Context: an optimization exercise on an open-source flow, tuned for small area, a short achievable clock period and few clock cycles. The choices shown serve that exercise and are no tape-out recipe.
In this exercise RTL edits were held to simulation tests only and were not proved equivalent to the original.

## flow/design.v (module list and top-level ports; edited modules follow where they fit)
// module mul_csa: 2869 lines
// module cpu: 156 lines
module cpu(clk, reset, imem_addr, imem_data, dmem_addr, dmem_we, dmem_wdata, dmem_rdata);
  // ...
==> flow/run.sh <==
#!/bin/bash
# synth_recipe.tcl (not shown) runs the flow's synth.tcl, then flattens the netlist and writes it again
# the make line also repeats each setting of config.mk as NAME=value (left out here)
make -C /OpenROAD-flow-scripts/flow DESIGN_CONFIG=/design/flow/config.mk WORK_HOME=/design/flow/orfs CLKGATE_MAP_FILE= SYNTH_SCRIPT=/design/flow/synth_recipe.tcl finish
==> flow/config.mk <==
export PLATFORM = sky130hd
export DESIGN_NAME = cpu
export DESIGN_NICKNAME = cpu
export VERILOG_FILES = /design/flow/design.v
export SDC_FILE = /design/flow/constraint.sdc
export NUM_CORES = 4
export LEC_CHECK = 0
export ABC_AREA = 1
export CAP_MARGIN = 40
export CORE_MARGIN = 2
export CORE_UTILIZATION = 40
export PLACE_DENSITY = 0.6
export SLEW_MARGIN = 60
==> flow/constraint.sdc <==
create_clock -name core_clock -period 34.0 [get_ports {clk}]
set_input_delay 6.8000 -clock core_clock [delete_from_list [all_inputs] [get_ports {clk}]]
set_output_delay 6.8000 -clock core_clock [all_outputs]
set_load 0.01 [all_outputs]
==> impl_metrics.csv, run 1 <==
group,metric,value,unit
worst_setup_path,cp.required,27.20,ns
layout,area_delta_synth_final,13.52,%
clock_tree,numCtsBuffers,271,
routing,top_layer_used,"met5",
clock_tree,post_cts_buffers,0,
clock_tree,cts_resized,0,
layout,nMultiInputCombCells,13690,
layout,final_common_cell,"nand2_1",
layout,largest_reg_flops,1984,
global_route,grt_pass1_wl,1205,mm
logic_synthesis,ys_seq_area_frac,0.4293,
logic_synthesis,synth_top_cell_by_area,"edfxtp_1",
logic_synthesis,syn_nets,19770,
layout,seq-cell-share,0.3784,
min_path,hold_class,"flop to flop",
logic_synthesis,syn_avg_cell_area,8.506,sq um
routing,via_per_inst,6.537,
timing,finalClockSkew,0.06675,ns
worst_setup_path,slowest_stage,"dfxtp_1",
logic_synthesis,synth_compound_area_frac,0.08025,
timing,rsz0062_at_grt,"false",
run_status,status,"finished clean",
min_path,min_from,"ir[3]",
layout,final_cell_mix,"nand2_1 (6874), edfxtp_1 (2056), inv_1 (1376), nor2_1 (1147), xor2_1 (1054)",
place,placed_cells,23530,
layout,nNonClkInverters,1463,
layout,fin_area,179500,sq um
logic_synthesis,netlist_top_cells_area,"edfxtp_1 (39%), nand2_1 (16%), fa_1 (11%)",
die,die_width,632.8,um
die,ios,178,
min_path,worstHoldPathCells,0,
timing,tightest_slew,0.7568,ns
worst_setup_path,cp-start-kind,"flop",
clock_tree,cts.sinks,2364,
timing,period_needed,9.192,ns
logic_synthesis,synthXorXnorAreaFrac,0.06280,
die,taps,5220,
Testbench counts, summed over its fixed seeds: cycles 70,492.
==> module cpu, before the edit <==
module cpu(clk, reset, imem_addr, imem_data, dmem_addr, dmem_we, dmem_wdata, dmem_rdata);
	input logic clk, reset;
	output logic [7:0] imem_addr;
	input logic [31:0] imem_data;
	output logic [6:0] dmem_addr;
	output logic dmem_we;
	output logic [63:0] dmem_wdata;
	input logic [63:0] dmem_rdata;
	logic [7:0]  pc, pcD;           
	logic [31:0] ir;
	logic [30:0] selA, selB;        
	logic        fwdA, fwdB;        
	logic        haz;               
	logic [63:0] mres, msd;         
	logic [63:0] mx2, mx3;          
	logic [6:0]  maddr;             
	logic [4:0]  mrd;
	logic        mwr, mld, mmul, mrev, mst;
	logic        fn, fv;            
	logic [30:0][63:0] rf;
	assign imem_addr  = pc;
	assign dmem_addr  = maddr;
	assign dmem_we    = mst;
	assign dmem_wdata = msd;
	function automatic logic [10:0] dec(input logic [31:0] x);
		dec[10] = x[31:22] == 10'b1001000100;
		dec[9]  = x[31:21] == 11'b10101011000;
		dec[8]  = x[31:21] == 11'b11101011000 && x[15:10] == 6'b0;
		dec[7]  = x[31:21] == 11'b10011011000 && x[14:10] == 5'h1F;   
		dec[6]  = x[31:21] == 11'b11010011011 && x[20:16] == 5'b0;
		dec[5]  = x[31:21] == 11'b11010011010 && x[20:16] == 5'b0;
		dec[4]  = x[31:21] == 11'b11111000010 && x[11:10] == 2'b0;
		dec[3]  = x[31:21] == 11'b11111000000 && x[11:10] == 2'b0;
		dec[2]  = x[31:26] == 6'b000101;
		dec[1]  = x[31:24] == 8'b01010100 && x[4:0] == 5'b01011;
		dec[0]  = x[31:24] == 8'b10110100;
	endfunction
	logic i_addi, i_adds, i_subs, i_mul, i_lsl, i_lsr, i_ldur, i_stur, i_b, i_blt, i_cbz;
	assign {i_addi, i_adds, i_subs, i_mul, i_lsl, i_lsr, i_ldur, i_stur, i_b, i_blt, i_cbz} = dec(ir);
	logic [4:0] rd;
	assign rd = ir[4:0];
	logic writes, alu_wr, mul_wr;
	assign writes = (i_addi | i_adds | i_subs | i_mul | i_lsl | i_lsr | i_ldur) && rd != 5'd31;
	assign alu_wr = writes & ~i_ldur & ~i_mul & ~i_lsl & ~i_lsr;
	assign mul_wr = writes & (i_mul | i_lsl | i_lsr);
	logic stall;
	assign stall = haz;
	logic [10:0] nd;
	logic [4:0]  n_rn, n_rb;
	logic        n_usesA, n_usesB;
	assign nd = dec(imem_data);
	assign n_rn = imem_data[9:5];
	assign n_rb = imem_data[25] ? imem_data[20:16] : imem_data[4:0];
	assign n_usesA = |{nd[10:3]};
	assign n_usesB = nd[9] | nd[8] | nd[7] | nd[3] | nd[0];
	logic [31:0] n_selA, n_selB;
	assign n_selA = 32'b1 << n_rn;
	assign n_selB = 32'b1 << n_rb;
	logic taken;
	logic [7:0] off, pc_n;
	assign taken = i_b | (i_blt & (fn ^ fv)) | (i_cbz & ~|opB);
	assign off   = i_b ? ir[7:0] : ir[12:5];
	assign pc_n  = taken ? pcD + off : pc + 8'd1;
	always_ff @(posedge clk) begin
		if (reset) begin
			pc <= 8'd0;
			ir <= 32'b0;
		end else if (!stall) begin
			pc <= pc_n;
			ir <= imem_data;
		end
	end
	always_ff @(posedge clk)
		if (!stall) begin
			pcD  <= pc;
			selA <= n_selA[30:0];
			selB <= n_selB[30:0];
		end
	always_ff @(posedge clk) begin
		if (reset || stall) begin
			fwdA <= 1'b0;
			fwdB <= 1'b0;
			haz  <= 1'b0;
		end else begin
			fwdA <= alu_wr && rd == n_rn;
			fwdB <= alu_wr && rd == n_rb;
			haz  <= mul_wr && ((n_usesA && rd == n_rn) || (n_usesB && rd == n_rb));
		end
	end
	logic [63:0] rdA, rdB, opA, opB;
	always_comb begin
		rdA = 64'b0;
		rdB = 64'b0;
		for (int k = 0; k < 31; k++) begin
			rdA = rdA | ({64{selA[k]}} & rf[k]);
			rdB = rdB | ({64{selB[k]}} & rf[k]);
		end
	end
	assign opA = fwdA ? mres : rdA;
	assign opB = fwdB ? mres : rdB;
	logic [63:0] bsel, bx, sum;
	logic [3:0][63:0] mrow;
	logic cout, ovf;
	assign bsel = i_addi ? {52'b0, ir[21:10]} : (i_ldur | i_stur) ? {{55{ir[20]}}, ir[20:12]} : opB;
	assign bx   = i_subs ? ~opB : bsel;
	assign {cout, sum} = {1'b0, opA} + {1'b0, bx} + {64'b0, i_subs};
	assign ovf  = (opA[63] == bx[63]) && (sum[63] != opA[63]);
	logic [63:0] revA, mulA, mulB;
	logic use_mul;
	assign use_mul = i_mul | i_lsl | i_lsr;
	always_comb for (int k = 0; k < 64; k++) revA[k] = opA[63 - k];
	assign mulA = i_lsr ? revA : opA;
	assign mulB = (i_lsl | i_lsr) ? (64'b1 << ir[15:10]) : opB;
	mul_csa mult (.a(mulA), .b(mulB), .r(mrow));
	logic [63:0] res_n, sd_n;
	assign res_n = use_mul ? mrow[0] : sum;
	assign sd_n  = use_mul ? mrow[1] : opB;
	always_ff @(posedge clk)
		if (!stall && (i_adds | i_subs)) begin
			fn <= sum[63];
			fv <= ovf;
		end
	always_ff @(posedge clk) begin
		if (reset || stall) begin
			mwr  <= 1'b0;
			mst  <= 1'b0;
			mmul <= 1'b0;
			mrev <= 1'b0;
		end else begin
			mwr  <= writes;
			mst  <= i_stur;
			mmul <= mul_wr;
			mrev <= i_lsr;
		end
	end
	always_ff @(posedge clk) begin
		mld   <= i_ldur;
		mrd   <= rd;
		mres  <= res_n;
		msd   <= sd_n;
		maddr <= sum[9:3];
		mx2   <= mrow[2];
		mx3   <= mrow[3];
	end
	logic [63:0] prod, revP, wb;
	assign prod = mres + msd + mx2 + mx3;
	always_comb for (int k = 0; k < 64; k++) revP[k] = prod[63 - k];
	assign wb = mld ? dmem_rdata : mmul ? (mrev ? revP : prod) : mres;
	genvar g;
	generate
		for (g = 0; g < 31; g++) begin : regs
			always_ff @(posedge clk)
				if (mwr && mrd == g) rf[g] <= wb;
		end
	endgenerate
endmodule
==> run 2, diff against run 1 <==
--- a/flow/design.v
+++ b/flow/design.v
@@ -1,2 +1,28 @@
+module bk_add64(input logic [63:0] a, input logic [63:0] b, input logic ci, output logic [63:0] s, output logic co);
+	logic [63:0] p, g;
+	logic [63:0] G, P;      
+	logic [64:0] c;
+	always_comb begin
+		p = a ^ b;
+		g = a & b;
+		g[0] = g[0] | (p[0] & ci);
+		G = g;
+		P = p;
+		for (int l = 1; l < 64; l = l * 2)
+			for (int i = 2 * l - 1; i < 64; i = i + 2 * l) begin
+				G[i] = G[i] | (P[i] & G[i - l]);
+				P[i] = P[i] & P[i - l];
+			end
+		for (int l = 16; l >= 1; l = l / 2)
+			for (int i = 3 * l - 1; i < 64; i = i + 2 * l) begin
+				G[i] = G[i] | (P[i] & G[i - l]);
+				P[i] = P[i] & P[i - l];
+			end
+		c[0] = ci;
+		for (int i = 0; i < 64; i++) c[i + 1] = G[i];
+		s = p ^ c[63:0];
+		co = c[64];
+	end
+endmodule
 module mul_csa(input logic [63:0] a, input logic [63:0] b, output logic [3:0][63:0] r);
   wire one0 = b[0] ^ 1'b0;
@@ -2974,5 +3000,5 @@
 	assign bsel = i_addi ? {52'b0, ir[21:10]} : (i_ldur | i_stur) ? {{55{ir[20]}}, ir[20:12]} : opB;
 	assign bx   = i_subs ? ~opB : bsel;
-	assign {cout, sum} = {1'b0, opA} + {1'b0, bx} + {64'b0, i_subs};
+	bk_add64 alu_add (.a(opA), .b(bx), .ci(i_subs), .s(sum), .co(cout));
 	assign ovf  = (opA[63] == bx[63]) && (sum[63] != opA[63]);
 	logic [63:0] revA, mulA, mulB;
@@ -3014,5 +3040,11 @@
 	end
 	logic [63:0] prod, revP, wb;
-	assign prod = mres + msd + mx2 + mx3;
+	logic [63:0] t1s, t1c, t2s, t2c;
+	logic pco;
+	assign t1s = mres ^ msd ^ mx2;
+	assign t1c = {(mres[62:0] & msd[62:0]) | (mres[62:0] & mx2[62:0]) | (msd[62:0] & mx2[62:0]), 1'b0};
+	assign t2s = t1s ^ t1c ^ mx3;
+	assign t2c = {(t1s[62:0] & t1c[62:0]) | (t1s[62:0] & mx3[62:0]) | (t1c[62:0] & mx3[62:0]), 1'b0};
+	bk_add64 mul_add (.a(t2s), .b(t2c), .ci(1'b0), .s(prod), .co(pco));
 	always_comb for (int k = 0; k < 64; k++) revP[k] = prod[63 - k];
 	assign wb = mld ? dmem_rdata : mmul ? (mrev ? revP : prod) : mres;
==> impl_metrics.csv, run 2 <==
group,metric,value,unit
run_status,status,"finished clean",
clock_tree,htree_levels,5,
timing,setup-violations-final,0,
clock_tree,post_cts_buffers,0,
worst_setup_path,slowest_stage,"clkdlybuf4s50_1",
global_route,overflow,0,
worst_setup_path,cp-start-kind,"flop",
worst_setup_path,cp_max_fo,2,
die,die_width,625.3,um
routing,drt_pre_antenna_iters,11,
routing,wl,833.3,mm
layout,largest_reg_flops,1984,
die,core_area,384800,sq um
clock_tree,path_clk_slew,0.06,ns
routing,via_count,147700,
global_route,grt_pass1_wl,1115,mm
logic_synthesis,synth_top_flop_cell,"edfxtp_1",
logic_synthesis,netlist.area_leader.share,0.3999,
global_route,grt_usage,0.4137,
worst_setup_path,path_buf_inv,1,
timing,hold_viol_final,0,
layout,largestRegisters,"rf: 1984 flops, mres: 64 flops, msd: 64 flops",
timing,tightest_slew,0.7650,ns
place,placed_cells,22360,
layout,regMostFlops,"rf",
timing,timing.final.max_slew_violations,0,
place,place_hpwl,536.1,mm
worst_setup_path,max_stage_delay,0.77,ns
clock_tree,cts_resized,0,
place,port_buffers,177,
logic_synthesis,ys_seq_area_frac,0.4398,
layout,nets,18830,
routing,drtIter0Drc,29170,
min_path,min_from,"ir[2]",
logic_synthesis,syn_nets,18810,
global_route,grt_max_degree,74,
routing,drc,0,
timing,rsz0062_at_grt,"false",
logic_synthesis,synth_warnings,2,
logic_synthesis,synth_commonest_cells,"nand2_1 (6450), edfxtp_1 (2056), inv_1 (1226)",
die,ios,178,
timing,finalClockSkew,0.07513,ns
logic_synthesis,syn_area,154400,sq um
global_route,antenna_found_initial,37,
layout,final_common_cell,"nand2_1",
timing,period_share,0.2708,
logic_synthesis,synth_cells,17570,
clock_tree,ctsHoldBuffers,0,
clock_tree,clk_latency,1.00,ns
logic_synthesis,netlist_top_cells_area,"edfxtp_1 (40%), nand2_1 (16%), fa_1 (12%)",
die,die_h,625.3,um
logic_synthesis,ys_types,64,
timing,period_needed,9.209,ns
die,initial_core_util,0.4012,
place,gp_congestion,1.075,
clock_tree,clock_path_buffers,4,
logic_synthesis,synth_top_cell_by_area,"edfxtp_1",
layout,final_cell_mix,"nand2_1 (6392), edfxtp_1 (2056), inv_1 (1195), nor2_1 (1087), xor2_1 (1063)",
routing,post_drt_wl_per_cell,36.40,um
worst_setup_path,crit_chain,"clkdlybuf4s50_1",
worst_setup_path,arrival,2.41,ns
clock_tree,numCtsBuffers,268,
clock_tree,cts.sinks,2364,
die,dieArea,390900,sq um
layout,final_cells,22890,
die,num_rows,228,
timing,hold_slack,0.4462,ns
worst_setup_path,r2r-start,"msd[4]",
min_path,hold_class,"flop to flop",
routing,via_per_inst,6.453,
routing,ant_nets,0,
global_route,grt_pass1_vias,136900,
logic_synthesis,syn_avg_cell_area,8.788,sq um
worst_setup_path,cp.required,27.20,ns
clock_tree,tritoncts,"built",
logic_synthesis,async_reset_ff_frac,0,
timing,relSlewSlack,0.4900,
layout,drive_above_1_share,0.07689,
worst_setup_path,startpoint,"msd[46]",
logic_synthesis,yosysMostFrequentCell,"nand2_1",
logic_synthesis,synth_edf_count,2056,
worst_setup_path,endpoint_kind,"output port",
layout,area_delta_synth_final,13.34,%
logic_synthesis,synth-seq-cells,2364,
worst_setup_path,cp_top_family,"buffers and inverters",
run,max_cap_violations,0,
clock_tree,clockRootBuffer,"clkbuf_16",
timing,fmax,108.6,MHz
worst_setup_path,crit_type,"flop to output port",
timing,fin_tns_setup,0,ns
-- run 2: cell types whose count changed in the layout (fill, tap and decap cells not counted), moves of 28 or more --
cell      before   now
nand3_1      531   445
a31oi_1       42     9
nand2_1     6874  6392
nor2_1      1147  1087
o211ai_1      50     7
a221oi_1       3    32
xnor2_1       69    41
fa_1         887   949
inv_1       1376  1195
-- run 2: final timing paths --
kind | to | slack, ns | depth (start not counted)
worst min register to register | mrd[2] | 0.45 | 0
worst min-delay path | mrd[2] | 0.45 | 0
worst max register to register | rf[1408] | 25.02 | 34
worst max-delay path | dmem_wdata[46] | 24.79 | 1
-- run 2: final cells by class --
class	count	area (sq um)
Antenna cell	40	100.1
Clock buffer	318	7072
Clock inverter	157	1590
Fill cell	37090	209900
Inverter	1297	4949
Multi-Input combinational cell	12840	78400
Sequential cell	2364	67920
Tap cell	5060	6331
Timing Repair Buffer	812	8617
-- run 2: cells by family (layout without fill, tap and decap cells) --
family | count (synthesis) | after routing | share of synthesized area
simple gates | 8573 | 8573 | 0.2209
flops | 2364 | 2364 | 0.4398
buf+inv | 2359 | 2584 | 0.06020
compound gates | 2009 | 2009 | 0.07679
fa+ha+maj | 1140 | 1140 | 0.1385
xor+xnor | 1114 | 1114 | 0.06320
mux | 8 | 8 | 0.0005187
other cells | 0 | 40 | 0
-- run 2: worst reg2reg max path: cells and delay by family (launching register included) --
kind	cells	cell delay [ns]
XOR/XNOR	3	0.93
buffers and inverters	3	0.27
flip-flops	1	0.33
AND/OR/NAND/NOR	15	2.21
adder cells (fa/ha/maj)	4	1.76
AO/OA/AOI/OAI	9	3.14
-- run 2: metal layers --
layer | up-vias | track usage | routed length [um]
li1 | 57810 | - | -
met1 | 70730 | 0.5202 | 284900
met2 | 15360 | 0.5405 | 312300
met3 | 3780 | 0.1990 | 155500
met4 | 52 | 0.3083 | 79390
met5 | - | 0.02383 | 1243
-- run 2: through the flow --
| step | util | worst slack (ns) | cell area (sq um) |
|---|---|---|---|
| after floorplan | - | 25.71 | 154400 |
| after global placement | 0.4227 | 24.58 | 162700 |
| after detailed placement | 0.4307 | 24.98 | 165700 |
| after CTS | 0.4532 | 24.87 | 174400 |
| after global routing | 0.4545 | 24.85 | 174900 |
| final | 0.4547 | 24.79 | 175000 |
Testbench counts of run 2, summed over its fixed seeds: cycles 70,492.
==> run 3, diff against run 2 <==
==> flow/flow/run.sh (new file) <==
#!/bin/bash
# Layout flow: the standard ORFS flow (standard.sh: same synthesis, floorplan, power
# grid, placement, CTS and routing, same clock period and SDC), with two changes to how
# the layout is optimised:
#  - SETUP_SLACK_MARGIN asks ORFS's timing repair to leave 25.5 ns of slack on the 34 ns
#    clock, so it sizes and buffers the design for a period of about 8.5 ns;
#  - the port buffers that buffer_ports inserts are plain buffers (buf_2, which repair may
#    resize) rather than its default delay-buffer cell.
# make's full output goes to standard_flow.log here; ORFS's per-step logs stay under orfs/logs.
set -euo pipefail
bash standard.sh SETUP_SLACK_MARGIN=25.5 TNS_END_PERCENT=20 \
  "BUFFER_PORTS_ARGS=-buffer_cell sky130_fd_sc_hd__buf_2" finish > standard_flow.log 2>&1
==> flow/standard.sh (new file) <==
#!/bin/bash
# synth_recipe.tcl (not shown) runs the flow's synth.tcl, then flattens the netlist and writes it again
# the make line also repeats each setting of config.mk as NAME=value (left out here)
make -C /OpenROAD-flow-scripts/flow DESIGN_CONFIG=/design/flow/config.mk WORK_HOME=/design/flow/orfs CLKGATE_MAP_FILE= SYNTH_SCRIPT=/design/flow/synth_recipe.tcl "${@:-finish}"
removed: flow/run.sh
==> impl_metrics.csv, run 3 <==
group,metric,value,unit
run_status,status,"finished clean",
clock_tree,path_clk_slew,0.06,ns
routing,drtIter0Drc,31290,
worst_setup_path,endpoint_kind,"output port",
timing,relSlewSlack,0.5079,
global_route,overflow,0,
layout,regMostFlops,"rf",
layout,fin_util,0.4518,
die,dieArea,390900,sq um
die,core_area,384800,sq um
routing,wl,845.5,mm
layout,area_delta_synth_final,12.62,%
layout,nets,18800,
logic_synthesis,synth_top_flop_cell,"edfxtp_1",
routing,drt_pre_antenna_iters,8,
logic_synthesis,ys_seq_area_frac,0.4398,
routing,post_drt_wl_per_cell,36.99,um
die,initial_core_util,0.4012,
layout,largest_reg_flops,1984,
worst_setup_path,r2r_cells,28,
timing,tightest_slew,0.7381,ns
timing,finalClockSkew,0.05707,ns
worst_setup_path,r2r_slack,25.33,ns
worst_setup_path,cp_max_fo,3,
timing,period_share,0.2555,
timing,fin_tns_setup,0,ns
logic_synthesis,netlist_top_cells_area,"edfxtp_1 (40%), nand2_1 (16%), fa_1 (12%)",
logic_synthesis,synth_edf_count,2056,
worst_setup_path,r2r-start,"selB[26]",
logic_synthesis,synth_top_cell_by_area,"edfxtp_1",
layout,seqCellArea,67930,sq um
logic_synthesis,yosysMostFrequentCell,"nand2_1",
logic_synthesis,syn_avg_cell_area,8.788,sq um
logic_synthesis,syn_area,154400,sq um
global_route,grt_pass1_vias,135900,
layout,final_cell_mix,"nand2_1 (6383), edfxtp_1 (2056), inv_1 (1196), nor2_1 (1082), xor2_1 (1062)",
min_path,min_from,"ir[0]",
min_path,worstHoldPathCells,0,
clock_tree,cts.sinks,2364,
logic_synthesis,synth-seq-cells,2364,
timing,fmax,115.1,MHz
die,die_h,625.3,um
logic_synthesis,synth_cells,17570,
worst_setup_path,cp_top_family,"flip-flops",
logic_synthesis,ys_types,64,
worst_setup_path,arrival,1.89,ns
timing,rsz0062_at_grt,"true",
layout,multi_input_area,78490,sq um
worst_setup_path,cp.required,27.20,ns
timing,period_needed,8.685,ns
timing,setup-violations-final,0,
global_route,grt_max_degree,73,
timing,hold_viol_final,0,
worst_setup_path,cp-start-kind,"flop",
logic_synthesis,netlist.area_leader.share,0.3999,
clock_tree,htree_levels,5,
worst_setup_path,slowest_stage,"dfxtp_1",
logic_synthesis,syn_nets,18810,
timing,hold_slack,0.4464,ns
die,num_rows,228,
clock_tree,clk_latency,0.97,ns
worst_setup_path,max_stage_delay,0.70,ns
routing,drc,0,
layout,nFillCells,36900,
run,max_cap_violations,0,
place,placed_cells,22330,
die,ios,178,
min_path,hold_class,"flop to flop",
clock_tree,numCtsBuffers,275,
routing,via_count,146800,
worst_setup_path,crit_chain,"buf_2",
clock_tree,ctsHoldBuffers,0,
logic_synthesis,synth_commonest_cells,"nand2_1 (6450), edfxtp_1 (2056), inv_1 (1226)",
place,port_buffers,177,
global_route,grt_pass1_wl,1127,mm
die,die_width,625.3,um
clock_tree,tritoncts,"built",
worst_setup_path,path_buf_inv,1,
worst_setup_path,rr_endpoint,"mres[62]",
place,gp_congestion,1.085,
routing,ant_nets,0,
worst_setup_path,crit_type,"flop to output port",
layout,final_common_cell,"nand2_1",
routing,via_per_inst,6.421,
layout,drive_above_1_share,0.08669,
timing,timing.final.max_slew_violations,0,
global_route,grt_usage,0.4198,
clock_tree,clockRootBuffer,"clkbuf_16",
global_route,antenna_found_initial,52,
layout,largestRegisters,"rf: 1984 flops, mres: 64 flops, msd: 64 flops",
logic_synthesis,synth_warnings,2,
clock_tree,clock_path_buffers,4,
place,place_hpwl,539.0,mm
min_path,hold_end,"mrd[0]",
layout,final_cells,22860,
logic_synthesis,async_reset_ff_frac,0,
==> run 3: per-layer routing <==
layer,GRT usage,share of wire,routed length (um),up-vias
met2,0.5505,0.38,317600,15350
met3,0.1858,0.19,157400,3570
met1,0.5401,0.34,291300,70090
li1,-,-,-,57730
met4,0.3075,0.093,78520,39
met5,0.008396,0.00072,609,-
==> run 3: what timing repair did <==
item | CTS | global route
setup endpoints to repair | 18 | 76
gates cloned | 0 | 0
resized for setup | 3 | 4
setup buffers | 0 | 0
==> run 3: cell type report <==
type                    count  share of cell area
diodes                     33           0.0004750
repair buffers            778             0.04260
clock buffers             339             0.04181
well taps                5060             0.03641
inverters                1297             0.02826
flip-flops and latches   2364              0.3907
multi-input cells       12840              0.4514
clock inverters           143            0.008319
==> run 3: how the worst max path moves through the flow <==
stage                  start              to  depth (start not counted)
2_1_floorplan  imem_data[25]        selB[24]                          6
3_3_place_gp          ir[15]        mres[63]                         34
6_report             msd[43]  dmem_wdata[43]                          1
5_1_grt              msd[41]  dmem_wdata[41]                          1
4_1_cts              msd[41]  dmem_wdata[41]                          1
3_5_place_dp   imem_data[25]        selB[21]                          6
==> run 3: worst register-to-register path: cells and delay by family, from the launching register on <==
family	cells	cell delay [ns]
AO/OA/AOI/OAI	2	0.27
XOR/XNOR	1	0.19
adder cells (fa/ha/maj)	6	2.97
buffers and inverters	8	2.94
flip-flops	1	0.34
AND/OR/NAND/NOR	11	1.85
==> run 3: cells by family (layout without fill, tap and decap cells) <==
kind of cell,Yosys count,in the layout,share of synthesized area
multiplexers,8,8,0.0005187
AND/OR/NAND/NOR,8573,8573,0.2209
AO/OA/AOI/OAI,2009,2009,0.07679
adder cells (fa/ha/maj),1140,1140,0.1385
buffers and inverters,2359,2557,0.06020
XOR/XNOR,1114,1114,0.06320
other,0,33,0
flip-flops,2364,2364,0.4398
==> run 3: stage by stage <==
step                      worst slack, ns  cell area [sq um]
after floorplan                     25.71             154400
after global placement              24.68             161900
after detailed placement            25.35             164600
after CTS                           25.40             173300
after global routing                25.40             173800
final                               25.31             173900
==> run 4, diff against run 3 <==
--- a/flow/design.v
+++ b/flow/design.v
@@ -2907,7 +2907,6 @@
 	logic [30:0] selA, selB;        
 	logic        fwdA, fwdB;        
-	logic        haz;               
 	logic [63:0] mres, msd;         
-	logic [63:0] mx2, mx3;          
+	logic [63:0] mx1, mx2, mx3;     
 	logic [6:0]  maddr;             
 	logic [4:0]  mrd;
@@ -2940,6 +2939,4 @@
 	assign alu_wr = writes & ~i_ldur & ~i_mul & ~i_lsl & ~i_lsr;
 	assign mul_wr = writes & (i_mul | i_lsl | i_lsr);
-	logic stall;
-	assign stall = haz;
 	logic [10:0] nd;
 	logic [4:0]  n_rn, n_rb;
@@ -2958,29 +2955,21 @@
 	assign off   = i_b ? ir[7:0] : ir[12:5];
 	assign pc_n  = taken ? pcD + off : pc + 8'd1;
+	logic bubble;
+	assign bubble = mul_wr && ((n_usesA && rd == n_rn) || (n_usesB && rd == n_rb));
 	always_ff @(posedge clk) begin
 		if (reset) begin
 			pc <= 8'd0;
 			ir <= 32'b0;
-		end else if (!stall) begin
-			pc <= pc_n;
-			ir <= imem_data;
+		end else begin
+			if (!bubble) pc <= pc_n;
+			ir <= bubble ? 32'b0 : imem_data;
 		end
 	end
-	always_ff @(posedge clk)
-		if (!stall) begin
-			pcD  <= pc;
-			selA <= n_selA[30:0];
-			selB <= n_selB[30:0];
-		end
 	always_ff @(posedge clk) begin
-		if (reset || stall) begin
-			fwdA <= 1'b0;
-			fwdB <= 1'b0;
-			haz  <= 1'b0;
-		end else begin
-			fwdA <= alu_wr && rd == n_rn;
-			fwdB <= alu_wr && rd == n_rb;
-			haz  <= mul_wr && ((n_usesA && rd == n_rn) || (n_usesB && rd == n_rb));
-		end
+		pcD  <= pc;
+		selA <= n_selA[30:0];
+		selB <= n_selB[30:0];
+		fwdA <= alu_wr && rd == n_rn;
+		fwdB <= alu_wr && rd == n_rb;
 	end
 	logic [63:0] rdA, rdB, opA, opB;
@@ -3009,14 +2998,13 @@
 	assign mulB = (i_lsl | i_lsr) ? (64'b1 << ir[15:10]) : opB;
 	mul_csa mult (.a(mulA), .b(mulB), .r(mrow));
-	logic [63:0] res_n, sd_n;
+	logic [63:0] res_n;
 	assign res_n = use_mul ? mrow[0] : sum;
-	assign sd_n  = use_mul ? mrow[1] : opB;
 	always_ff @(posedge clk)
-		if (!stall && (i_adds | i_subs)) begin
+		if (i_adds | i_subs) begin
 			fn <= sum[63];
 			fv <= ovf;
 		end
 	always_ff @(posedge clk) begin
-		if (reset || stall) begin
+		if (reset) begin
 			mwr  <= 1'b0;
 			mst  <= 1'b0;
@@ -3034,6 +3022,7 @@
 		mrd   <= rd;
 		mres  <= res_n;
-		msd   <= sd_n;
+		msd   <= opB;
 		maddr <= sum[9:3];
+		mx1   <= mrow[1];
 		mx2   <= mrow[2];
 		mx3   <= mrow[3];
@@ -3042,6 +3031,6 @@
 	logic [63:0] t1s, t1c, t2s, t2c;
 	logic pco;
-	assign t1s = mres ^ msd ^ mx2;
-	assign t1c = {(mres[62:0] & msd[62:0]) | (mres[62:0] & mx2[62:0]) | (msd[62:0] & mx2[62:0]), 1'b0};
+	assign t1s = mres ^ mx1 ^ mx2;
+	assign t1c = {(mres[62:0] & mx1[62:0]) | (mres[62:0] & mx2[62:0]) | (mx1[62:0] & mx2[62:0]), 1'b0};
 	assign t2s = t1s ^ t1c ^ mx3;
 	assign t2c = {(t1s[62:0] & t1c[62:0]) | (t1s[62:0] & mx3[62:0]) | (t1c[62:0] & mx3[62:0]), 1'b0};
==> flow/flow/run.sh (replaced) <==
#!/bin/bash
# Layout flow: the standard ORFS flow (standard.sh: same synthesis, floorplan, power
# grid, placement, CTS and routing, same clock period and SDC), with two changes to how
# the layout is optimised:
#  - SETUP_SLACK_MARGIN asks ORFS's timing repair to leave 25.8 ns of slack on the 34 ns
#    clock, so it sizes and buffers the design for a period of about 8.2 ns, on every
#    violating endpoint (TNS_END_PERCENT=100);
#  - the port buffers that buffer_ports inserts are plain buffers (buf_2, which repair may
#    resize) rather than its default delay-buffer cell.
# make's full output goes to standard_flow.log here; ORFS's per-step logs stay under orfs/logs.
set -euo pipefail
bash standard.sh SETUP_SLACK_MARGIN=25.8 TNS_END_PERCENT=100 \
  "BUFFER_PORTS_ARGS=-buffer_cell sky130_fd_sc_hd__buf_2" finish > standard_flow.log 2>&1
--- a/flow/config.mk
+++ b/flow/config.mk
@@ -7,7 +7,7 @@
 export LEC_CHECK = 0
 export ABC_AREA = 1
-export CAP_MARGIN = 40
+export CAP_MARGIN = 20
 export CORE_MARGIN = 2
-export CORE_UTILIZATION = 40
+export CORE_UTILIZATION = 45
 export PLACE_DENSITY = 0.6
-export SLEW_MARGIN = 60
+export SLEW_MARGIN = 20
==> impl_metrics.csv, run 4 <==
group,metric,value,unit
logic_synthesis,async_reset_ff_frac,0,
run_status,status,"finished clean",
die,core_area,342400,sq um
worst_setup_path,cp_max_fo,24,
run,max_cap_violations,0,
timing,setup-violations-final,0,
die,die_width,589.9,um
clock_tree,clockRootBuffer,"clkbuf_16",
routing,via_per_inst,6.610,
logic_synthesis,synth_warnings,2,
global_route,grt_pass1_wl,1112,mm
global_route,overflow,0,
timing,period_share,0.2486,
worst_setup_path,endpoint_kind,"flop",
worst_setup_path,rr_endpoint,"mres[63]",
routing,post_drt_wl_per_cell,37.33,um
timing,tightest_slew,1.417,ns
logic_synthesis,syn_area,154500,sq um
place,place_hpwl,511.8,mm
routing,drt_pre_antenna_iters,10,
layout,final_common_cell,"nand2_1",
worst_setup_path,slowest_stage,"fa_1",
logic_synthesis,ys_types,59,
routing,drc,0,
logic_synthesis,netlist.area_leader.share,0.3860,
layout,drive_above_1_share,0.08175,
min_path,hold_class,"flop to flop",
worst_setup_path,path_common_cell,"nand2_1",
die,initial_core_util,0.4512,
logic_synthesis,syn_avg_cell_area,8.785,sq um
layout,regMostFlops,"rf",
clock_tree,numCtsBuffers,283,
die,num_rows,215,
timing,finalClockSkew,0.09920,ns
min_path,worstHoldPathCells,0,
logic_synthesis,synth_cells,17590,
worst_setup_path,r2r_cells,30,
worst_setup_path,r2r-start,"selA[2]",
logic_synthesis,synth_commonest_cells,"nand2_1 (6673), edfxtp_1 (1986), inv_1 (1149)",
worst_setup_path,arrival,9.29,ns
logic_synthesis,synth_top_flop_cell,"edfxtp_1",
min_path,hold_end,"mrd[3]",
timing,fin_tns_setup,0,ns
place,port_buffers,177,
layout,final_cell_mix,"nand2_1 (6637), edfxtp_1 (1986), inv_1 (1129), nor2_1 (1079), xor2_1 (1079)",
clock_tree,clock_path_buffers,4,
timing,period_needed,8.451,ns
clock_tree,cts.sinks,2426,
logic_synthesis,synth-seq-cells,2426,
routing,wl,832.6,mm
timing,relSlewSlack,0.05156,
logic_synthesis,syn_nets,18820,
place,place_ws,24.20,ns
global_route,grt_usage,0.4654,
layout,nets,18720,
worst_setup_path,crit_type,"flop to flop",
layout,area_delta_synth_final,10.97,%
timing,setup_ws,25.55,ns
global_route,grt_max_degree,77,
worst_setup_path,cp.required,34.84,ns
logic_synthesis,ys_seq_area_frac,0.4430,
min_path,min_from,"ir[3]",
layout,largestRegisters,"rf: 1984 flops, mres: 64 flops, msd: 64 flops",
global_route,grt_pass1_vias,136200,
clock_tree,path_clk_slew,0.07,ns
timing,rsz0062_at_grt,"true",
timing,hold_viol_final,0,
clock_tree,htree_levels,5,
clock_tree,clk_latency,1.00,ns
die,ios,178,
place,gp_congestion,1.103,
layout,largest_reg_flops,1984,
die,dieArea,348000,sq um
global_route,antenna_found_initial,50,
routing,ant_nets,0,
logic_synthesis,yosysMostFrequentCell,"nand2_1",
worst_setup_path,r2r_slack,25.55,ns
logic_synthesis,synth_top_cell_by_area,"edfxtp_1",
routing,via_count,147400,
timing,timing.final.max_slew_violations,0,
worst_setup_path,startpoint,"selA[2]",
logic_synthesis,netlist_top_cells_area,"edfxtp_1 (39%), nand2_1 (16%), fa_1 (12%)",
die,die_h,589.9,um
timing,fmax,118.3,MHz
clock_tree,tritoncts,"built",
routing,drtIter0Drc,32150,
worst_setup_path,cp-start-kind,"flop",
logic_synthesis,synth_edf_count,1986,
worst_setup_path,max_stage_delay,0.62,ns
run 4: cell types whose count changed after synthesis, moves of 17 or more:
cell / previous run / this run
nand2_1: 6450 / 6673
dfxtp_1: 308 / 440
inv_1: 1226 / 1149
edfxtp_1: 2056 / 1986
o21ai_0: 402 / 336
a21oi_1: 413 / 350
clkbuf_1: 494 / 453
buf_2: 266 / 301
a221oi_1: 32 / 3
o22ai_1: 1017 / 991
nand4_1: 333 / 316
run 4: cells by family after synthesis:
logic type | after synthesis | share of synthesized area
XOR/XNOR | 1129 | 0.06400
adder cells (fa/ha/maj) | 1138 | 0.1382
flip-flops | 2426 | 0.4430
AO/OA/AOI/OAI | 1804 | 0.06871
multiplexers | 6 | 0.0003887
buffers and inverters | 2268 | 0.05844
AND/OR/NAND/NOR | 8815 | 0.2272
run 4: critical path: cells and delay by family, from the launching register on:
family	cells	cell delay, ns
AOI/OAI and AO/OA	2	0.82
and+or+nand+nor	12	1.59
DFF	1	0.58
xor gates and xnor gates	5	1.10
buffers and inverters	7	1.86
adders and majority gates	4	2.18
run 4: cell type report:
type | count | area, sq um
Clock inverter | 135 | 1286
Sequential cell | 2426 | 68790
Tap cell | 4557 | 5702
Multi-Input combinational cell | 12890 | 77930
Timing Repair Buffer | 663 | 5325
Inverter | 1218 | 4626
Clock buffer | 354 | 7640
Fill cell | 32260 | 171000
Antenna cell | 56 | 140.1
run 4: worst max-delay path by stage:
stage / depth (start not counted) / slack (ns) / to
final: 30 / 25.55 / mres[63]
after global routing: 35 / 25.73 / mres[63]
after CTS: 1 / 25.72 / dmem_wdata[55]
after detailed placement: 11 / 24.20 / pc[6]
after global placement: 11 / 24.15 / pc[6]
after floorplan: 13 / 25.64 / pc[0]
run 4: repair_timing:
item | 4_1_cts | 5_1_grt
buffers inserted | 9 | 23
endpoints found under the hold margin | 0 | 0
resized for setup | 155 | 79
setup endpoints to repair | 184 | 170
hold buffers | 0 | 0
pin swaps | 1 | 2
gates cloned | 1 | 0
run 4: metal layers:
layer  wire length [um]  vias to the layer above  GRT usage
li1                   -                    57350          -
met1             284900                    70190     0.5973
met2             307600                    16050     0.6007
met3             162100                     3781     0.2269
met4              77300                       49     0.3347
met5                731                        -    0.01204
run 4: metrics by stage:
stage	area, sq um	std cells	utilization	hold slack, ns
global route	171300	22250	0.5003	0.4348
floorplan	154600	17590	-	0.3632
detailed placement	161200	21720	0.4709	0.4034
finish	171400	22300	0.5006	0.4306
global placement	161200	21720	0.4707	0.4014
CTS	170800	22220	0.4987	0.4303
Testbench counts of run 4, summed over its fixed seeds: cycles 70,492.
==> run 5, diff against run 4 <==
--- a/flow/config.mk
+++ b/flow/config.mk
@@ -9,5 +9,7 @@
 export CAP_MARGIN = 20
 export CORE_MARGIN = 2
-export CORE_UTILIZATION = 45
-export PLACE_DENSITY = 0.6
+export CORE_UTILIZATION = 55
+export CTS_CLUSTER_DIAMETER = 70
+export CTS_CLUSTER_SIZE = 14
+export PLACE_DENSITY = 0.65
 export SLEW_MARGIN = 20
==> impl_metrics.csv, run 5 <==
group,metric,value,unit
timing,relSlewSlack,0.04966,
timing,fmax,116.5,MHz
logic_synthesis,syn_avg_cell_area,8.785,sq um
logic_synthesis,synth-simple-area-share,0.2272,
timing,timing.final.max_slew_violations,0,
timing,period_share,0.2525,
logic_synthesis,synth_commonest_cells,"nand2_1 (6673), edfxtp_1 (1986), inv_1 (1149)",
global_route,grt_pass1_vias,134300,
layout,nets,18660,
worst_setup_path,r2r_cells,19,
run_status,status,"finished clean",
clock_tree,path_clk_slew,0.07,ns
logic_synthesis,netlist.area_leader.share,0.3860,
clock_tree,tritoncts,"built",
clock_tree,clk_latency,1.00,ns
routing,post_drt_wl_per_cell,38.48,um
clock_tree,clock_path_buffers,4,
layout,regMostFlops,"rf",
logic_synthesis,syn_area,154500,sq um
layout,largestRegisters,"rf: 1984 flops, mres: 64 flops, msd: 64 flops",
run,max_cap_violations,0,
routing,via_count,146500,
routing,wl,821.6,mm
worst_setup_path,max_stage_delay,1.01,ns
place,port_buffers,177,
layout,drive_above_1_share,0.07446,
clock_tree,numCtsBuffers,214,
global_route,grt_max_degree,70,
worst_setup_path,arrival,9.38,ns
timing,fin_tns_setup,0,ns
die,dieArea,285200,sq um
logic_synthesis,ys_types,59,
die,die_h,534,um
logic_synthesis,syn_nets,18820,
worst_setup_path,r2r_slack,25.41,ns
global_route,grt_usage,0.5597,
logic_synthesis,synthXorXnorAreaFrac,0.06400,
logic_synthesis,synth_top_cell_by_area,"edfxtp_1",
logic_synthesis,synth_warnings,2,
logic_synthesis,synth_cells,17590,
logic_synthesis,synth_edf_count,1986,
min_path,hold_class,"flop to flop",
logic_synthesis,synth_top_family_by_area,"simple AND/OR/NAND/NOR gates",
clock_tree,htree_levels,4,
clock_tree,cts.sinks,2426,
timing,hold_slack,0.4423,ns
timing,setup-violations-final,0,
timing,tightest_slew,1.411,ns
timing,rsz0062_at_grt,"true",
worst_setup_path,cp_max_fo,26,
worst_setup_path,r2r-start,"selA[22]",
logic_synthesis,synth-seq-cells,2426,
global_route,antenna_found_initial,70,
logic_synthesis,synth_compound_area_frac,0.06871,
routing,drc,0,
timing,finalClockSkew,0.1023,ns
worst_setup_path,slowest_stage,"clkinvlp_2",
worst_setup_path,crit_path_end,"mres[44]",
clock_tree,clockRootBuffer,"clkbuf_16",
die,die_width,534,um
worst_setup_path,startpoint,"selA[22]",
routing,drt_pre_antenna_iters,10,
logic_synthesis,synth_top_flop_cell,"edfxtp_1",
layout,final_common_cell,"nand2_1",
place,place_hpwl,520.1,mm
layout,area_delta_synth_final,8.613,%
place,gp_congestion,1.052,
worst_setup_path,endpoint_kind,"flop",
routing,drtIter0Drc,30900,
die,core_area,279400,sq um
global_route,grt_pass1_wl,1092,mm
logic_synthesis,synthMuxAreaShare,0.0003887,
logic_synthesis,yosysMostFrequentCell,"nand2_1",
global_route,overflow,0,
logic_synthesis,async_reset_ff_frac,0,
logic_synthesis,ys_seq_area_frac,0.4430,
worst_setup_path,crit_type,"flop to flop",
die,num_rows,194,
clock_tree,ctsHoldBuffers,0,
die,ios,178,
logic_synthesis,synth-adder-area-share,0.1382,
routing,via_per_inst,6.863,
routing,ant_nets,0,
timing,hold_viol_final,0,
worst_setup_path,crit_chain,"buf_4 > buf_4 > nand2_1 > nand4_1 > nor2_1 > nand4_1 > nand2_1 > inv_1 > nand2_1 > o21ai_1 > clkinvlp_2 > o22ai_1 > xor2_1 > fa_1 > fa_1 > fa_1 > fa_1 > fa_1 > o21ai_0",
worst_setup_path,rr_endpoint,"mres[44]",
die,initial_core_util,0.5530,
worst_setup_path,cp.required,34.79,ns
timing,period_needed,8.586,ns
layout,final_cell_mix,"nand2_1 (6643), edfxtp_1 (1986), inv_1 (1131), nor2_1 (1083), xor2_1 (1077)",
logic_synthesis,netlist_top_cells_area,"edfxtp_1 (39%), nand2_1 (16%), fa_1 (12%)",
worst_setup_path,cp-start-kind,"flop",
worst_setup_path,path_common_cell,"fa_1",
layout,largest_reg_flops,1984,
run 5: final cells by class:
class | count | area (sq um)
Antenna cell | 62 | 155.1
Timing Repair Buffer | 658 | 5187
Timing Repair inverter | 1 | 5.005
Tap cell | 3724 | 4659
Sequential cell | 2426 | 68830
Fill cell | 24800 | 111600
Inverter | 1218 | 4627
Clock buffer | 320 | 5858
Clock inverter | 43 | 461.7
Multi-Input combinational cell | 12900 | 78020
run 5: cell families (layout without fill, tap and decap cells):
logic type      Yosys count  in the layout
simple gates           8815           8818
flops                  2426           2426
buf+inv                2268           2240
compound gates         1804           1809
fa+ha+maj              1138           1138
xor+xnor               1129           1129
mux                       6              6
other cells               0             62
run 5: repair_timing:
item,in CTS,in global routing
gates cloned,1,8
pin swaps,3,7
gates resized for setup,160,74
buffers inserted,11,18
setup endpoints to repair,170,469
run 5: per-stage QoR:
stage | worst slack, ns | util | instance area (sq um) | std cells
finish | 25.41 | 0.6006 | 167800 | 21350
detailed placement | 24.26 | 0.5731 | 160100 | 20890
CTS | 25.71 | 0.5980 | 167100 | 21260
floorplan | 25.64 | - | 154600 | 17590
global route | 25.68 | 0.6001 | 167700 | 21300
global placement | 24.17 | 0.5726 | 160000 | 20890
run 5: critical path, delay by kind of cell, from the launching register on:
kind | cells | cell delay (ns)
AOI/OAI and AO/OA | 3 | 1.08
adders and majority gates | 5 | 2.72
DFF | 1 | 0.72
and+or+nand+nor | 6 | 1.04
xor gates and xnor gates | 1 | 0.21
buffers and inverters | 4 | 2.56
run 5: worst min path at each step:
stage	depth (start not counted)	startpoint	to	slack [ns]
4_1_cts	0	ir[4]	mrd[4]	0.44
5_1_grt	0	ir[4]	mrd[4]	0.44
2_1_floorplan	0	ir[4]	mrd[4]	0.36
3_5_place_dp	0	pc[7]	pcD[7]	0.39
6_report	0	ir[4]	mrd[4]	0.44
3_3_place_gp	0	pc[7]	pcD[7]	0.39
run 5: metal layers:
metal | vias to the layer above | part of all wire | global-route usage
li1 | 57160 | - | -
met1 | 69040 | 0.32 | 0.6943
met2 | 15960 | 0.38 | 0.7376
met5 | - | 0.00046 | 0.002665
met4 | 42 | 0.10 | 0.4429
met3 | 4340 | 0.19 | 0.2708
==> run 6, diff against run 5 <==
==> flow/flow/run.sh (replaced) <==
#!/bin/bash
# Layout flow: the standard ORFS flow (standard.sh: same synthesis, floorplan, power
# grid, placement, CTS and routing, same clock period and SDC), with two changes to how
# the layout is optimised:
#  - SETUP_SLACK_MARGIN asks ORFS's timing repair to leave 26.1 ns of slack on the 34 ns
#    clock, so it sizes and buffers the design for a period of about 7.9 ns, on every
#    violating endpoint (TNS_END_PERCENT=100);
#  - the port buffers that buffer_ports inserts are plain buffers (buf_2, which repair may
#    resize) rather than its default delay-buffer cell.
# make's full output goes to standard_flow.log here; ORFS's per-step logs stay under orfs/logs.
set -euo pipefail
bash standard.sh SETUP_SLACK_MARGIN=26.1 TNS_END_PERCENT=100 \
  "BUFFER_PORTS_ARGS=-buffer_cell sky130_fd_sc_hd__buf_2" finish > standard_flow.log 2>&1
--- a/flow/config.mk
+++ b/flow/config.mk
@@ -10,6 +10,6 @@
 export CORE_MARGIN = 2
 export CORE_UTILIZATION = 55
-export CTS_CLUSTER_DIAMETER = 70
-export CTS_CLUSTER_SIZE = 14
+export CTS_CLUSTER_DIAMETER = 90
+export CTS_CLUSTER_SIZE = 20
 export PLACE_DENSITY = 0.65
 export SLEW_MARGIN = 20
==> impl_metrics.csv, run 6 <==
group,metric,value,unit
run_status,status,"finished clean",
logic_synthesis,synth_cells,17590,
die,initial_core_util,0.5530,
worst_setup_path,crit_type,"flop to output port",
clock_tree,htree_levels,4,
worst_setup_path,cp_top_family,"flip-flops",
logic_synthesis,synth_top_flop_cell,"edfxtp_1",
routing,drtIter0Drc,30320,
die,die_h,534,um
min_path,hold_end,"mrd[1]",
place,gp_congestion,1.074,
die,dieArea,285200,sq um
worst_setup_path,cp_max_fo,1,
timing,hold_viol_final,0,
layout,largest_reg_flops,1984,
logic_synthesis,ys_types,59,
place,place_ws,24.24,ns
logic_synthesis,syn_area,154500,sq um
die,ios,178,
routing,wl,839.0,mm
timing,fmax,120.6,MHz
layout,largestRegisters,"rf: 1984 flops, mres: 64 flops, msd: 64 flops",
worst_setup_path,cp.required,27.20,ns
min_path,worstHoldPathCells,0,
global_route,grt_pass1_wl,1110,mm
place,place_hpwl,524.0,mm
timing,fin_tns_setup,0,ns
global_route,grt_max_degree,65,
logic_synthesis,syn_nets,18820,
worst_setup_path,crit_chain,"buf_6",
logic_synthesis,synth_commonest_cells,"nand2_1 (6673), edfxtp_1 (1986), inv_1 (1149)",
layout,drive_above_1_share,0.07542,
timing,setup-violations-final,0,
routing,via_per_inst,6.964,
timing,tightest_slew,1.334,ns
die,core_area,279400,sq um
clock_tree,cts.sinks,2426,
place,port_buffers,177,
logic_synthesis,yosysMostFrequentCell,"nand2_1",
timing,finalClockSkew,0.09353,ns
logic_synthesis,netlist.area_leader.share,0.3860,
worst_setup_path,path_buf_inv,1,
clock_tree,numCtsBuffers,159,
routing,post_drt_wl_per_cell,39.36,um
worst_setup_path,slowest_stage,"dfxtp_4",
timing,setup_ws,25.71,ns
clock_tree,clock_path_buffers,4,
layout,nets,18630,
logic_synthesis,synth_edf_count,1986,
routing,via_count,148400,
timing,relSlewSlack,0.1104,
timing,period_share,0.2440,
timing,period_needed,8.295,ns
run,max_cap_violations,0,
worst_setup_path,r2r-start,"selA[15]",
layout,fin_util,0.5974,
logic_synthesis,synth_top_cell_by_area,"edfxtp_1",
logic_synthesis,synth_warnings,2,
die,die_width,534,um
worst_setup_path,rr_endpoint,"mres[63]",
global_route,grt_pass1_vias,135100,
routing,ant_nets,0,
worst_setup_path,arrival,1.49,ns
logic_synthesis,syn_avg_cell_area,8.785,sq um
logic_synthesis,ys_seq_area_frac,0.4430,
worst_setup_path,r2r_slack,25.84,ns
layout,final_cell_mix,"nand2_1 (6640), edfxtp_1 (1986), inv_1 (1125), nor2_1 (1082), xor2_1 (1074)",
worst_setup_path,cp-start-kind,"flop",
layout,regMostFlops,"rf",
global_route,overflow,0,
clock_tree,path_clk_slew,0.09,ns
timing,timing.final.max_slew_violations,0,
routing,drc,0,
global_route,antenna_found_initial,56,
worst_setup_path,endpoint_kind,"output port",
place,placed_cells,20910,
layout,final_cells,21310,
global_route,grt_usage,0.5702,
layout,area_delta_synth_final,8.039,%
logic_synthesis,netlist_top_cells_area,"edfxtp_1 (39%), nand2_1 (16%), fa_1 (12%)",
worst_setup_path,max_stage_delay,0.44,ns
timing,rsz0062_at_grt,"true",
clock_tree,clk_latency,0.96,ns
min_path,min_from,"ir[1]",
clock_tree,clockRootBuffer,"clkbuf_16",
die,num_rows,194,
min_path,hold_class,"flop to flop",
clock_tree,tritoncts,"built",
routing,drt_pre_antenna_iters,13,
logic_synthesis,async_reset_ff_frac,0,
worst_setup_path,r2r_cells,30,
layout,final_common_cell,"nand2_1",
logic_synthesis,synth-seq-cells,2426,
run 6: cell counts after synthesis:
Identical to the previous run, type by type.
run 6: worst max-delay path by stage:
stage,endpoint,from,cells after the start
floorplan,pc[0],imem_data[25],13
global placement,pc[6],imem_data[25],11
detailed placement,pc[6],imem_data[25],11
CTS,dmem_wdata[27],msd[27],1
global route,dmem_wdata[22],msd[22],1
finish,dmem_wdata[27],msd[27],1
run 6: cell type report:
type | count | area [sq um]
inverter | 1218 | 4659
sequential | 2426 | 68840
timing repair buffer | 690 | 5632
clock buffer | 235 | 4423
tap | 3724 | 4659
fill | 24870 | 112500
multi-input combinational | 12900 | 78030
clock inverter | 37 | 456.7
antenna | 87 | 217.7
run 6: layer usage:
layer  vias up  part of all wire  global-route usage  routed length [um]
li1      57110                 -                   -                   -
met1     69660              0.32              0.6960              271000
met2     16560              0.38              0.7516              314700
met3      5032              0.19              0.2926              162400
met4        54              0.11              0.4488               89890
met5         -            0.0012             0.01116                 988
run 6: kinds of logic (layout without fill, tap and decap cells):
logic type	after synthesis	count (layout)	share of synthesized area
simple gates	8815	8816	0.2272
flops	2426	2426	0.4430
buf+inv	2268	2180	0.05844
compound gates	1804	1808	0.06871
fa+ha+maj	1138	1138	0.1382
xor+xnor	1129	1129	0.06400
mux	6	6	0.0003887
other cells	0	87	0
run 6: timing repair:
action,4_1_cts,5_1_grt
pin swaps,4,6
cloned,1,4
resized for setup,227,104
hold buffers,0,0
setup endpoints to repair,323,577
buffers inserted,14,26
run 6: through the flow:
step	hold WS, ns	area [sq um]
after global routing	0.4455	166700
after floorplan	0.3632	154800
after global placement	0.3908	160100
final	0.4515	166900
after CTS	0.4441	165900
after detailed placement	0.3898	160100

## afterwards: timing with drivers on the ports
The results above use ideal ports. As a check the final layouts listed here were re-extracted and re-timed, cells and wires unchanged.
Step 1 sets driving cells, clkbuf_16 on the clock port and buf_2 on the other inputs (assumed; they add their load-dependent delay and slew).
Step 2 moves the port delays by t, midway between the first and last clock arrival at a register: inputs arrive t later, outputs are due t later. That takes back most of the time a late clock gives input paths.
Three values: ideal ports, drivers, drivers and shift; two values: the first two.
| run | t, ns | setup slack, ns | hold WS [ns] | worst setup path after step 2 | clock arrival spread, ns |
|---|---|---|---|---|---|
| run 1 | 1.063 | 24.808 / 24.686 / 24.568 | 0.410 / 0.410 / 0.410 | input to register | 0.067 / 0.067 |
| run 2 | 1.075 | 24.792 / 24.679 / 24.792 | 0.446 / 0.446 / 0.446 | input to register | 0.076 / 0.075 |
| run 3 | 1.078 | 25.315 / 25.173 / 25.254 | 0.446 / 0.446 / 0.446 | input to register | 0.058 / 0.059 |
| run 4 | 1.062 | 25.549 / 25.549 / 25.061 | 0.431 / 0.431 / 0.431 | input to register | 0.099 / 0.099 |
| run 5 | 1.065 | 25.414 / 25.414 / 24.973 | 0.442 / 0.442 / 0.442 | input to register | 0.102 / 0.103 |
| run 6 | 1.026 | 25.705 / 25.590 / 25.329 | 0.451 / 0.451 / 0.451 | input to register | 0.094 / 0.094 |
After both steps every run listed still meets setup and hold. For run 4, which loses most, drivers alone change the setup slack by 0.000 ns; drivers and shift together by -0.488 ns.
